This design comes from an exercise in tuning for small area on the open sky130 flow, not from production work. Function was checked by simulation only, so behaviour that the tests miss may differ from the original.

== north ==
// cordic_oscillator
module cordic_oscillator (
    input  wire               clk,
    input  wire               rst,
    input  wire               ce,
    input  wire signed [31:0] tuning_word,
    output wire signed [15:0] sin_out,
    output wire signed [15:0] cos_out,
    output wire               valid_out
);
    localparam [31:0] TWO_PI = 32'h6487ED51;
    reg  [31:0] phase_acc;
    wire [31:0] n  = phase_acc + tuning_word;
    wire [31:0] n1 = phase_acc + tuning_word - TWO_PI;
    wire [31:0] n2 = phase_acc + tuning_word + TWO_PI;
    always @(posedge clk) begin
        if (rst)
            phase_acc <= 32'd0;
        else if (ce)
            phase_acc <= (!n[31] && !n1[31]) ? n1 : n[31] ? n2 : n;
    end
    cordic_pipelined core (
        .clk(clk), .rst(rst), .z_in(phase_acc[31:12]),
        .x_out(cos_out), .y_out(sin_out), .valid_out(valid_out));
endmodule
make LEC_CHECK=0 ABC_AREA=1 CAP_MARGIN=20 CORE_MARGIN=2 CORE_UTILIZATION=40 CTS_BUF_LIST=sky130_fd_sc_hd__clkbuf_8 GPL_TIMING_DRIVEN=0 SLEW_MARGIN=20 finish   # period 5.5 ns
run.sh (not shown) runs the stock make flow with config.mk's settings and CLKGATE_MAP_FILE= SYNTH_SCRIPT=/design/flow/synth_recipe.tcl, a recipe that flattens the netlist after the stock synthesis.
#### Input delta (south over north)
- CTS_CLUSTER_DIAMETER newly set to 60
- GPL_TIMING_DRIVEN removed (was 0)
- CTS_CLUSTER_SIZE newly set to 16
Notes after the runs:
- Side by side, portion of the layout cell area used by clock cells turned out lower in south than in north.
- Taking north as the reference, in south number of cells in the design after placement went up by about 0.56%.
Modified inputs, east compared to south
- CTS_CLUSTER_SIZE: 16 -> unset
- CTS_CLUSTER_DIAMETER: 60 -> unset
[summary]
- Diff south..east | routed wire length | negligible
- Status: number of non-clock inverters in the layout parity (south, east)
- Any difference in total congestion overflow after global routing between south and east is small enough to ignore.
- east — share of the core filled with cells 0.18 points higher, south as reference

cordic_oscillator, a different RTL version from the one above (not shown whole).
For scale: about 5400 cells after synthesis, ~360 flip-flops, ~36000 sq um of cells after synthesis.
clock: 5.5 ns
lec_check: 0
abc_area: 1
cap_margin: 20
core_margin: 2
core_utilization: 55
cts_buf_list: sky130_fd_sc_hd__clkbuf_8 sky130_fd_sc_hd__clkbuf_16
cts_cluster_size: 20
slew_margin: 20
Rerun with:
Settings changed: CTS_BUF_LIST sky130_fd_sc_hd__clkbuf_8 sky130_fd_sc_hd__clkbuf_16 to sky130_fd_sc_hd__clkbuf_8, CTS_CLUSTER_SIZE 20 to not set.
=> The changed run completed without violations; clock-buffer cell count is higher by 26; routed wire length is higher slightly; hold slack gets worse by 0.016 ns; utilization is lower by 0.21 points.

--- another note on this design; it stands on its own ---

==> v34 <==
==> flow/design.v (excerpt) <==
module cordic_oscillator (
    input  wire               clk,
    input  wire               rst,
    input  wire               ce,
    input  wire signed [31:0] tuning_word,
    output wire signed [15:0] sin_out,
    output wire signed [15:0] cos_out,
    output wire               valid_out
);
make LEC_CHECK=0 ABC_AREA=1 CAP_MARGIN=20 CORE_MARGIN=2 CORE_UTILIZATION=50 CTS_BUF_LIST=sky130_fd_sc_hd__clkbuf_8 CTS_CLUSTER_DIAMETER=60 CTS_CLUSTER_SIZE=16 PLACE_DENSITY=0.8 SLEW_MARGIN=20 finish   # period 5.5 ns
run.sh (not shown) runs the stock make flow with config.mk's settings and CLKGATE_MAP_FILE= SYNTH_SCRIPT=/design/flow/synth_recipe.tcl, a recipe that flattens the netlist after the stock synthesis.
==> v18: changes against v34 <==
--- a/flow/design.v
+++ b/flow/design.v
@@ -159,19 +159,23 @@
     wire [0:0] d_4 = z_4[13];
     wire signed [12:0] zpa_3 = z_3_q2 + (d_3 ? 13'sd12239 : -13'sd4059);
     wire signed [12:0] zpb_3 = z_3_q2 + (d_3 ? 13'sd4059 : -13'sd12239);
     wire signed [12:0] z_5 = d_4 ? zpa_3 : zpb_3;
     wire [0:0] d_5 = z_5_q3[12];
     wire signed [11:0] z_6 = z_5_q3 + (d_5 ? 12'sd2047 : -12'sd2047);
     wire [0:0] d_6 = z_6[11];
-    wire signed [10:0] z_7 = z_6 + (d_6 ? 11'sd1023 : -11'sd1023);
+    wire signed [10:0] zpa_5 = z_5_q3 + (d_5 ? 11'sd3070 : -11'sd1024);
+    wire signed [10:0] zpb_5 = z_5_q3 + (d_5 ? 11'sd1024 : -11'sd3070);
+    wire signed [10:0] z_7 = d_6 ? zpa_5 : zpb_5;
     wire [0:0] d_7 = z_7_q4[10];
     wire signed [10:0] z_8 = z_7_q4 + (d_7 ? 11'sd511 : -11'sd511);
     wire [0:0] d_8 = z_8[10];
-    wire signed [9:0] z_9 = z_8 + (d_8 ? 10'sd255 : -10'sd255);
+    wire signed [9:0] zpa_7 = z_7_q4 + (d_7 ? 10'sd766 : -10'sd256);
+    wire signed [9:0] zpb_7 = z_7_q4 + (d_7 ? 10'sd256 : -10'sd766);
+    wire signed [9:0] z_9 = d_8 ? zpa_7 : zpb_7;
     wire [0:0] d_9 = z_9_q5[9];
     wire signed [8:0] z_10 = z_9_q5 + (d_9 ? 9'sd127 : -9'sd127);
     wire [0:0] d_10 = z_10[8];
     wire signed [7:0] z_11 = z_10 + (d_10 ? 8'sd63 : -8'sd63);
     wire [0:0] d_11 = z_11[7];
     wire signed [6:0] z_12 = z_11 + (d_11 ? 7'sd31 : -7'sd31);
     wire [0:0] d_12 = z_12_q6[6];
- CORE_UTILIZATION: 50 -> 40
- PLACE_DENSITY: 0.8 -> default
==> notes <==
Of v34 and v18, v34 has the higher non-clock buffer count (gap 13).
Of v34 and v18, v18 has the higher setup slack (gap 0.17 ns).
Against v34, the final cell count of v18 is lower by 0.28%.
Against v34, the die area of v18 is larger by about 22%.

==> afterwards: timing with drivers on the ports <==
In the flow no input, the clock included, has a driving cell. The finished layouts below were timed again as built, in two steps.
Step 1 assumes that a clkbuf_16 drives the clock port and a buf_2 every other input.
Step 2 also shifts input and output timing later by t, the mid clock arrival at the registers, as if the neighbouring blocks saw the same clock.
Slacks: ideal ports / drivers / drivers and shift; pairs: ideal ports / drivers.
run	t (ns)	setup slack, ns	hold slack, ns	worst data-port slew with drivers (ns)
north	0.709	0.103 / 0.103 / -0.420	0.325 / 0.325 / 0.325	0.07
south	0.666	0.248 / 0.248 / -0.194	0.332 / 0.332 / 0.332	0.07
east	0.717	0.260 / 0.260 / -0.210	0.325 / 0.325 / 0.325	0.07
the first run of note 2	0.639	0.372 / 0.372 / 0.245	0.324 / 0.324 / 0.324	0.05
the second run of note 2	0.722	0.414 / 0.414 / 0.255	0.308 / 0.308 / 0.308	0.05
v34	0.708	0.131 / 0.131 / -0.158	0.295 / 0.295 / 0.295	0.04
v18	0.665	0.306 / 0.306 / -0.183	0.333 / 0.333 / 0.333	0.06
Met with ideal ports but missed after step 2: setup timing in 5 of these runs. For north, which loses most, drivers alone change the setup slack by 0.000 ns; drivers and shift together by -0.523 ns.
